What follows belongs to an exercise in optimizing a design on an open flow for small area; a production flow would make more cautious choices. At most, simulation tests tie the RTL to the original design; equivalence was not proved. No activity file was given, so power comes from the tool's default toggle rates.

==> flow/design.v <==
`timescale 1ns / 1ps
module channel_avg #(
  parameter NCH            = 16,
  parameter OUTCH_WIDTH    = 16,
  parameter INTERNAL_WIDTH = 32,
  parameter INDATA_WIDTH   = 256,
  parameter OUTDATA_WIDTH  = 256
) (
  input                          RESET,
  input                          CLK,
  input      [7:0]               CONFIG,
  input                          TRIG,
  input      [INDATA_WIDTH-1:0]  INDATA_Q,
  output reg                     OUTVALID,
  output     [OUTDATA_WIDTH-1:0] OUTDATA_Q
);
  localparam AW = 31;
  localparam TB = 18;
  reg trig_prev;
  reg trig_prev1;
  reg trig_prev2;
  wire trig_synced = (trig_prev2 == 1'b0) && (trig_prev1 == 1'b1);
  wire [3:0] avg_n = CONFIG[3:0];
  wire [3:0] sh   = avg_n;
  wire [3:0] sh_n = ~avg_n;
  reg  [15:0] j;
  wire [15:0] j_now = trig_synced ? ({12'd0, CONFIG[7:4]} + 16'd1) : j;
  wire        wrap  = j_now[avg_n];
  wire [15:0] j_nxt = wrap ? 16'd1 : j_now + 16'd1;
  wire trig_synced_nxt = trig_prev & ~trig_prev1;
  wire load_nxt = trig_synced_nxt ? (CONFIG[7:4] == 4'd0) : (j_nxt == 16'd1);
  reg  load;
  genvar g, b;
  generate
    for (g = 0; g < NCH; g = g + 1) begin : ch
      wire [15:0]   x = INDATA_Q[16*g +: 16];
      wire          sg = x[15];
      reg  [AW-1:0] acc;
      wire [AW-1:0] a = acc & {AW{~load}};
      wire [AW-1:0] s;
      wire [TB:1]   c;
      ca_fbit0 ub (.a(a[0]), .x(x[0]), .s(s[0]), .co(c[1]));
      for (b = 1; b < TB; b = b + 1) begin : lo
        ca_fbit u (.a(a[b]), .x((b < 16) ? x[b] : sg), .ci(c[b]), .s(s[b]), .co(c[b+1]));
      end
      wire          e = c[TB] ^ sg;
      wire          e_n = ~e;
      wire [AW:TB+1] p;
      ca_hfirst uh (.a(a[TB]), .sg(sg), .e(e), .s(s[TB]), .p_out(p[TB+1]));
      for (b = TB + 1; b < AW; b = b + 1) begin : hi
        if ((b - TB) % 2 == 1) begin : odd
          ca_hodd u (.a(a[b]), .sg(sg), .e(e), .p_in(p[b]), .s(s[b]), .p_out(p[b+1]));
        end else begin : even
          ca_heven u (.a(a[b]), .sg(sg), .e_n(e_n), .p_in_n(p[b]), .s(s[b]), .p_out(p[b+1]));
        end
      end
      always @(posedge CLK) acc <= s;
      wire [22:0] u3;
      wire [18:0] u2;
      wire [16:0] u1;
      wire [15:0] u0;
      for (b = 0; b < 23; b = b + 1) begin : m3
        ca_sel u (.sn(sh_n[3]), .hi(acc[b+8]), .s(sh[3]), .lo(acc[b]), .y(u3[b]));
      end
      for (b = 0; b < 19; b = b + 1) begin : m2
        ca_sel u (.sn(sh_n[2]), .hi(u3[b+4]), .s(sh[2]), .lo(u3[b]), .y(u2[b]));
      end
      for (b = 0; b < 17; b = b + 1) begin : m1
        ca_sel u (.sn(sh_n[1]), .hi(u2[b+2]), .s(sh[1]), .lo(u2[b]), .y(u1[b]));
      end
      for (b = 0; b < 16; b = b + 1) begin : m0
        ca_sel u (.sn(sh_n[0]), .hi(u1[b+1]), .s(sh[0]), .lo(u1[b]), .y(u0[b]));
      end
      assign OUTDATA_Q[OUTCH_WIDTH*g +: OUTCH_WIDTH] = u0;
    end
  endgenerate
  always @(posedge CLK or posedge RESET) begin
    if (RESET) begin
      trig_prev  <= 1'b0;
      trig_prev1 <= 1'b0;
      trig_prev2 <= 1'b0;
    end else begin
      trig_prev  <= TRIG;
      trig_prev1 <= trig_prev;
      trig_prev2 <= trig_prev1;
    end
  end
  always @(posedge CLK or posedge RESET) begin
    if (RESET) begin
      OUTVALID <= 1'b0;
      j        <= 16'd0;
      load     <= 1'b0;
    end else begin
      OUTVALID <= wrap;
      j        <= j_nxt;
      load     <= load_nxt;
    end
  end
endmodule
module ca_fbit (input a, input x, input ci, output s, output co);
  assign s  = a ^ x ^ ci;
  assign co = (a & x) | (ci & (a ^ x));
endmodule
module ca_fbit0 (input a, input x, output s, output co);
  assign s  = a ^ x;
  assign co = a & x;
endmodule
module ca_hfirst (input a, input sg, input e, output s, output p_out);
  assign p_out = a ^ sg;
  assign s     = a ^ e;
endmodule
module ca_hodd (input a, input sg, input e, input p_in, output s, output p_out);
  assign p_out = ~(p_in & (a ^ sg));
  assign s     = a ^ (e & p_in);
endmodule
module ca_heven (input a, input sg, input e_n, input p_in_n, output s, output p_out);
  assign p_out = ~(p_in_n | ~(a ^ sg));
  assign s     = a ^ ~(e_n | p_in_n);
endmodule
module ca_sel (input sn, input hi, input s, input lo, output y);
  assign y = ~((sn | hi) & (s | lo));
endmodule
Settings: LEC_CHECK=0, CAP_MARGIN=20, CORE_MARGIN=2, CORE_UTILIZATION=60, CTS_BUF_LIST=sky130_fd_sc_hd__clkbuf_4, CTS_CLUSTER_DIAMETER=50, CTS_CLUSTER_SIZE=8, PLACE_DENSITY=0.75, SLEW_MARGIN=20, SYNTH_HIERARCHICAL=1; clock period 10.0 ns.
standard.sh (not shown) runs the stock make flow with config.mk's settings and CLKGATE_MAP_FILE= SYNTH_SCRIPT=/design/flow/synth_recipe.tcl, a recipe that flattens the netlist after the stock synthesis.
==> flow/flow/run.sh <==
#!/bin/bash
set -e
cp standard.sh standard_sh.copy.log
export BUFFER_PORTS_ARGS="-buffer_cell sky130_fd_sc_hd__buf_1"
bash standard.sh > standard.log 2>&1
Then changed:
--- a/flow/design.v
+++ b/flow/design.v
@@ -14,22 +14,26 @@
   output reg                     OUTVALID,
   output     [OUTDATA_WIDTH-1:0] OUTDATA_Q
 );
   localparam AW = 31;
-  localparam TB = 18;
+  localparam TB = 16;
   reg trig_prev;
   reg trig_prev1;
   reg trig_prev2;
   wire trig_synced = (trig_prev2 == 1'b0) && (trig_prev1 == 1'b1);
   wire [3:0] avg_n = CONFIG[3:0];
   wire [3:0] sh   = avg_n;
   wire [3:0] sh_n = ~avg_n;
   reg  [15:0] j;
-  wire [15:0] j_now = trig_synced ? ({12'd0, CONFIG[7:4]} + 16'd1) : j;
-  wire        wrap  = j_now[avg_n];
-  wire [15:0] j_nxt = wrap ? 16'd1 : j_now + 16'd1;
+  wire [4:0]  cfg1 = {1'b0, CONFIG[7:4]} + 5'd1;
+  wire [4:0]  cfg2 = {1'b0, CONFIG[7:4]} + 5'd2;
+  wire [15:0] cfg1_w = {11'd0, cfg1};
+  wire        wrap  = trig_synced ? cfg1_w[avg_n] : j[avg_n];
+  wire [15:0] j_inc = j + 16'd1;
+  wire [15:0] j_nxt = wrap ? 16'd1 : (trig_synced ? {11'd0, cfg2} : j_inc);
   wire trig_synced_nxt = trig_prev & ~trig_prev1;
-  wire load_nxt = trig_synced_nxt ? (CONFIG[7:4] == 4'd0) : (j_nxt == 16'd1);
+  wire load_nxt = trig_synced_nxt ? (CONFIG[7:4] == 4'd0)
+                                  : (wrap | (~trig_synced & (j == 16'd0)));
   reg  load;
   genvar g, b;
   generate
     for (g = 0; g < NCH; g = g + 1) begin : ch
@@ -44,16 +48,21 @@
         ca_fbit u (.a(a[b]), .x((b < 16) ? x[b] : sg), .ci(c[b]), .s(s[b]), .co(c[b+1]));
       end
       wire          e = c[TB] ^ sg;
       wire          e_n = ~e;
-      wire [AW:TB+1] p;
+      wire [AW-1:TB+1] p;
       ca_hfirst uh (.a(a[TB]), .sg(sg), .e(e), .s(s[TB]), .p_out(p[TB+1]));
-      for (b = TB + 1; b < AW; b = b + 1) begin : hi
+      for (b = TB + 1; b < AW - 1; b = b + 1) begin : hi
         if ((b - TB) % 2 == 1) begin : odd
           ca_hodd u (.a(a[b]), .sg(sg), .e(e), .p_in(p[b]), .s(s[b]), .p_out(p[b+1]));
         end else begin : even
           ca_heven u (.a(a[b]), .sg(sg), .e_n(e_n), .p_in_n(p[b]), .s(s[b]), .p_out(p[b+1]));
         end
+      end
+      if ((AW - 1 - TB) % 2 == 1) begin : last_odd
+        ca_hlast_odd ul (.a(a[AW-1]), .e(e), .p_in(p[AW-1]), .s(s[AW-1]));
+      end else begin : last_even
+        ca_hlast_even ul (.a(a[AW-1]), .e_n(e_n), .p_in_n(p[AW-1]), .s(s[AW-1]));
       end
       always @(posedge CLK) acc <= s;
       wire [22:0] u3;
       wire [18:0] u2;
@@ -116,7 +125,13 @@
 module ca_heven (input a, input sg, input e_n, input p_in_n, output s, output p_out);
   assign p_out = ~(p_in_n | ~(a ^ sg));
   assign s     = a ^ ~(e_n | p_in_n);
 endmodule
+module ca_hlast_odd (input a, input e, input p_in, output s);
+  assign s = a ^ (e & p_in);
+endmodule
+module ca_hlast_even (input a, input e_n, input p_in_n, output s);
+  assign s = a ^ ~(e_n | p_in_n);
+endmodule
 module ca_sel (input sn, input hi, input s, input lo, output y);
   assign y = ~((sn | hi) & (s | lo));
 endmodule
Effect: Via count went up by 0.93%. Power went down by 8.3%. Synthesized cell count went up by 2.3%. Clock power went up by about 6%. Non-clock buffer count went down by 2. Worst setup slack is better by 0.62 ns. Final area went up by 0.38%. Core utilization went down by 0.54 points.
Only the layout flow was run in the first run of this note; the RTL was not checked for function there.

== job 8669 ==
channel_avg, a different RTL version from the one above (not shown whole).
Size in the first run: ~520 flip-flops, about 520 I/O pins, roughly 33000 um2 of cells after synthesis.
==> module channel_avg, before the edit <==
module channel_avg #(
  parameter NCH            = 16,
  parameter OUTCH_WIDTH    = 16,
  parameter INTERNAL_WIDTH = 32,
  parameter INDATA_WIDTH   = 256,
  parameter OUTDATA_WIDTH  = 256
) (
  input                          RESET,
  input                          CLK,
  input      [7:0]               CONFIG,
  input                          TRIG,
  input      [INDATA_WIDTH-1:0]  INDATA_Q,
  output reg                     OUTVALID,
  output     [OUTDATA_WIDTH-1:0] OUTDATA_Q
);
  localparam AW = 31;
  localparam TB = 18;
  reg trig_prev;
  reg trig_prev1;
  reg trig_prev2;
  wire trig_synced = (trig_prev2 == 1'b0) && (trig_prev1 == 1'b1);
  wire [3:0] avg_n = CONFIG[3:0];
  wire [3:0] sh   = avg_n;
  wire [3:0] sh_n = ~avg_n;
  reg  [15:0] j;
  wire [4:0]  cfg1 = {1'b0, CONFIG[7:4]} + 5'd1;
  wire [4:0]  cfg2 = {1'b0, CONFIG[7:4]} + 5'd2;
  wire [15:0] cfg1_w = {11'd0, cfg1};
  wire        wrap  = trig_synced ? cfg1_w[avg_n] : j[avg_n];
  wire [15:0] j_inc = j + 16'd1;
  wire [15:0] j_nxt = wrap ? 16'd1 : (trig_synced ? {11'd0, cfg2} : j_inc);
  wire trig_synced_nxt = trig_prev & ~trig_prev1;
  wire load_nxt = trig_synced_nxt ? (CONFIG[7:4] == 4'd0)
                                  : (wrap | (~trig_synced & (j == 16'd0)));
  reg  load;
  genvar g, b;
  generate
    for (g = 0; g < NCH; g = g + 1) begin : ch
      wire [15:0]   x = INDATA_Q[16*g +: 16];
      wire          sg = x[15];
      reg  [AW-1:0] acc;
      wire [AW-1:0] a = acc & {AW{~load}};
      wire [AW-1:0] s;
      wire [TB:1]   c;
      ca_fbit0 ub (.a(a[0]), .x(x[0]), .s(s[0]), .co(c[1]));
      for (b = 1; b < TB; b = b + 1) begin : lo
        ca_fbit u (.a(a[b]), .x((b < 16) ? x[b] : sg), .ci(c[b]), .s(s[b]), .co(c[b+1]));
      end
      wire          e = c[TB] ^ sg;
      wire          e_n = ~e;
      wire [AW-1:TB+1] p;
      ca_hfirst uh (.a(a[TB]), .sg(sg), .e(e), .s(s[TB]), .p_out(p[TB+1]));
      for (b = TB + 1; b < AW - 1; b = b + 1) begin : hi
        if ((b - TB) % 2 == 1) begin : odd
          ca_hodd u (.a(a[b]), .sg(sg), .e(e), .p_in(p[b]), .s(s[b]), .p_out(p[b+1]));
        end else begin : even
          ca_heven u (.a(a[b]), .sg(sg), .e_n(e_n), .p_in_n(p[b]), .s(s[b]), .p_out(p[b+1]));
        end
      end
      if ((AW - 1 - TB) % 2 == 1) begin : last_odd
        ca_hlast_odd ul (.a(a[AW-1]), .e(e), .p_in(p[AW-1]), .s(s[AW-1]));
      end else begin : last_even
        ca_hlast_even ul (.a(a[AW-1]), .e_n(e_n), .p_in_n(p[AW-1]), .s(s[AW-1]));
      end
      always @(posedge CLK) acc <= s;
      wire [22:0] u3;
      wire [18:0] u2;
      wire [16:0] u1;
      wire [15:0] u0;
      for (b = 0; b < 23; b = b + 1) begin : m3
        ca_sel u (.sn(sh_n[3]), .hi(acc[b+8]), .s(sh[3]), .lo(acc[b]), .y(u3[b]));
      end
      for (b = 0; b < 19; b = b + 1) begin : m2
        ca_sel u (.sn(sh_n[2]), .hi(u3[b+4]), .s(sh[2]), .lo(u3[b]), .y(u2[b]));
      end
      for (b = 0; b < 17; b = b + 1) begin : m1
        ca_sel u (.sn(sh_n[1]), .hi(u2[b+2]), .s(sh[1]), .lo(u2[b]), .y(u1[b]));
      end
      for (b = 0; b < 16; b = b + 1) begin : m0
        ca_sel u (.sn(sh_n[0]), .hi(u1[b+1]), .s(sh[0]), .lo(u1[b]), .y(u0[b]));
      end
      assign OUTDATA_Q[OUTCH_WIDTH*g +: OUTCH_WIDTH] = u0;
    end
  endgenerate
  always @(posedge CLK or posedge RESET) begin
    if (RESET) begin
      trig_prev  <= 1'b0;
      trig_prev1 <= 1'b0;
      trig_prev2 <= 1'b0;
    end else begin
      trig_prev  <= TRIG;
      trig_prev1 <= trig_prev;
      trig_prev2 <= trig_prev1;
    end
  end
  always @(posedge CLK or posedge RESET) begin
    if (RESET) begin
      OUTVALID <= 1'b0;
      j        <= 16'd0;
      load     <= 1'b0;
    end else begin
      OUTVALID <= wrap;
      j        <= j_nxt;
      load     <= load_nxt;
    end
  end
endmodule
==> module ca_hlast_odd, before the edit <==
module ca_hlast_odd (input a, input e, input p_in, output s);
  assign s = a ^ (e & p_in);
endmodule
==> module ca_hlast_even, before the edit <==
module ca_hlast_even (input a, input e_n, input p_in_n, output s);
  assign s = a ^ ~(e_n | p_in_n);
endmodule
clock: 10.0 ns
lec_check: 0
cap_margin: 20
core_margin: 2
core_utilization: 60
cts_buf_list: sky130_fd_sc_hd__clkbuf_4
cts_cluster_diameter: 50
cts_cluster_size: 8
place_density: 0.75
slew_margin: 20
synth_hierarchical: 1
Scripts as last shown in full above: flow/flow/run.sh
Job 8669 | status: complete | timing, DRC, antenna: pass
> inputs changed (job 8669 -> job 9526)
--- a/flow/design.v
+++ b/flow/design.v
@@ -14,26 +14,22 @@
   output reg                     OUTVALID,
   output     [OUTDATA_WIDTH-1:0] OUTDATA_Q
 );
   localparam AW = 31;
-  localparam TB = 18;
+  localparam TB = 20;
   reg trig_prev;
   reg trig_prev1;
   reg trig_prev2;
   wire trig_synced = (trig_prev2 == 1'b0) && (trig_prev1 == 1'b1);
   wire [3:0] avg_n = CONFIG[3:0];
   wire [3:0] sh   = avg_n;
   wire [3:0] sh_n = ~avg_n;
   reg  [15:0] j;
-  wire [4:0]  cfg1 = {1'b0, CONFIG[7:4]} + 5'd1;
-  wire [4:0]  cfg2 = {1'b0, CONFIG[7:4]} + 5'd2;
-  wire [15:0] cfg1_w = {11'd0, cfg1};
-  wire        wrap  = trig_synced ? cfg1_w[avg_n] : j[avg_n];
-  wire [15:0] j_inc = j + 16'd1;
-  wire [15:0] j_nxt = wrap ? 16'd1 : (trig_synced ? {11'd0, cfg2} : j_inc);
+  wire [15:0] j_now = trig_synced ? ({12'd0, CONFIG[7:4]} + 16'd1) : j;
+  wire        wrap  = j_now[avg_n];
+  wire [15:0] j_nxt = wrap ? 16'd1 : j_now + 16'd1;
   wire trig_synced_nxt = trig_prev & ~trig_prev1;
-  wire load_nxt = trig_synced_nxt ? (CONFIG[7:4] == 4'd0)
-                                  : (wrap | (~trig_synced & (j == 16'd0)));
+  wire load_nxt = trig_synced_nxt ? (CONFIG[7:4] == 4'd0) : (j_nxt == 16'd1);
   reg  load;
   genvar g, b;
   generate
     for (g = 0; g < NCH; g = g + 1) begin : ch
@@ -48,21 +44,16 @@
         ca_fbit u (.a(a[b]), .x((b < 16) ? x[b] : sg), .ci(c[b]), .s(s[b]), .co(c[b+1]));
       end
       wire          e = c[TB] ^ sg;
       wire          e_n = ~e;
-      wire [AW-1:TB+1] p;
+      wire [AW:TB+1] p;
       ca_hfirst uh (.a(a[TB]), .sg(sg), .e(e), .s(s[TB]), .p_out(p[TB+1]));
-      for (b = TB + 1; b < AW - 1; b = b + 1) begin : hi
+      for (b = TB + 1; b < AW; b = b + 1) begin : hi
         if ((b - TB) % 2 == 1) begin : odd
           ca_hodd u (.a(a[b]), .sg(sg), .e(e), .p_in(p[b]), .s(s[b]), .p_out(p[b+1]));
         end else begin : even
           ca_heven u (.a(a[b]), .sg(sg), .e_n(e_n), .p_in_n(p[b]), .s(s[b]), .p_out(p[b+1]));
         end
-      end
-      if ((AW - 1 - TB) % 2 == 1) begin : last_odd
-        ca_hlast_odd ul (.a(a[AW-1]), .e(e), .p_in(p[AW-1]), .s(s[AW-1]));
-      end else begin : last_even
-        ca_hlast_even ul (.a(a[AW-1]), .e_n(e_n), .p_in_n(p[AW-1]), .s(s[AW-1]));
       end
       always @(posedge CLK) acc <= s;
       wire [22:0] u3;
       wire [18:0] u2;
@@ -125,13 +116,7 @@
 module ca_heven (input a, input sg, input e_n, input p_in_n, output s, output p_out);
   assign p_out = ~(p_in_n | ~(a ^ sg));
   assign s     = a ^ ~(e_n | p_in_n);
 endmodule
-module ca_hlast_odd (input a, input e, input p_in, output s);
-  assign s = a ^ (e & p_in);
-endmodule
-module ca_hlast_even (input a, input e_n, input p_in_n, output s);
-  assign s = a ^ ~(e_n | p_in_n);
-endmodule
 module ca_sel (input sn, input hi, input s, input lo, output y);
   assign y = ~((sn | hi) & (s | lo));
 endmodule
Notes after the runs:
Job 9526 ran to completion and came out clean on the timing, design-rule and antenna checks.
Compared with job 8669, job 9526 shows number of ordinary and repair buffers in the finished layout that has gone up slightly.
From job 9526 to job 8669, sequential cell count did not move at all.
| overall die height | job 8669 vs job 9526 | ≈ equal |
Changes observed in job 9526 relative to job 8669: combined area of all synthesized cells now sits at about the same level; switching power summed over all nets now sits higher; cell area after layout now sits higher.
[compare] base=job 8669 new=job 9526: peak fanout along the critical path went up by 1; shortest period the worst path allows up 670 ps.
Job 8669 → job 9526: full die area comparable; worst setup margin now smaller.
Total area of multi-input combinational cells (higher): job 9526
NOTE half-perimeter wire length after detailed placement job 8669->job 9526 decreased slightly
No functional check of the RTL was part of any run of this note.

## afterwards: timing with drivers on the ports
In the flow no input, the clock included, has a driving cell. The finished layouts below were timed again as built, in two steps.
Step 1, drivers: a clkbuf_16 drives CLK and a buf_2 each remaining input, both assumed.
Step 2 times the ports against the registers' clock, not the clock port: input delays grow and output delays shrink by t, the midpoint of the rising clock arrivals with the driver on.
Three values: ideal, step 1, step 2; two values: the first two.
run	t (ns)	setup WS [ns]	latest minus earliest clock arrival (ns)
the first run of note 1	0.899	0.872 / 0.908 / 0.009	0.055 / 0.055
the second run of note 1	0.883	1.490 / 1.490 / 0.789	0.045 / 0.045
job 8669	0.913	0.934 / 0.972 / 0.058	0.049 / 0.049
job 9526	0.899	0.263 / 0.294 / -0.605	0.059 / 0.059
With both steps, setup timing fails in job 9526, where it was met with ideal ports. The setup slack of job 8669, which loses most, moves by +0.038 ns with the drivers and by -0.876 ns with both steps.
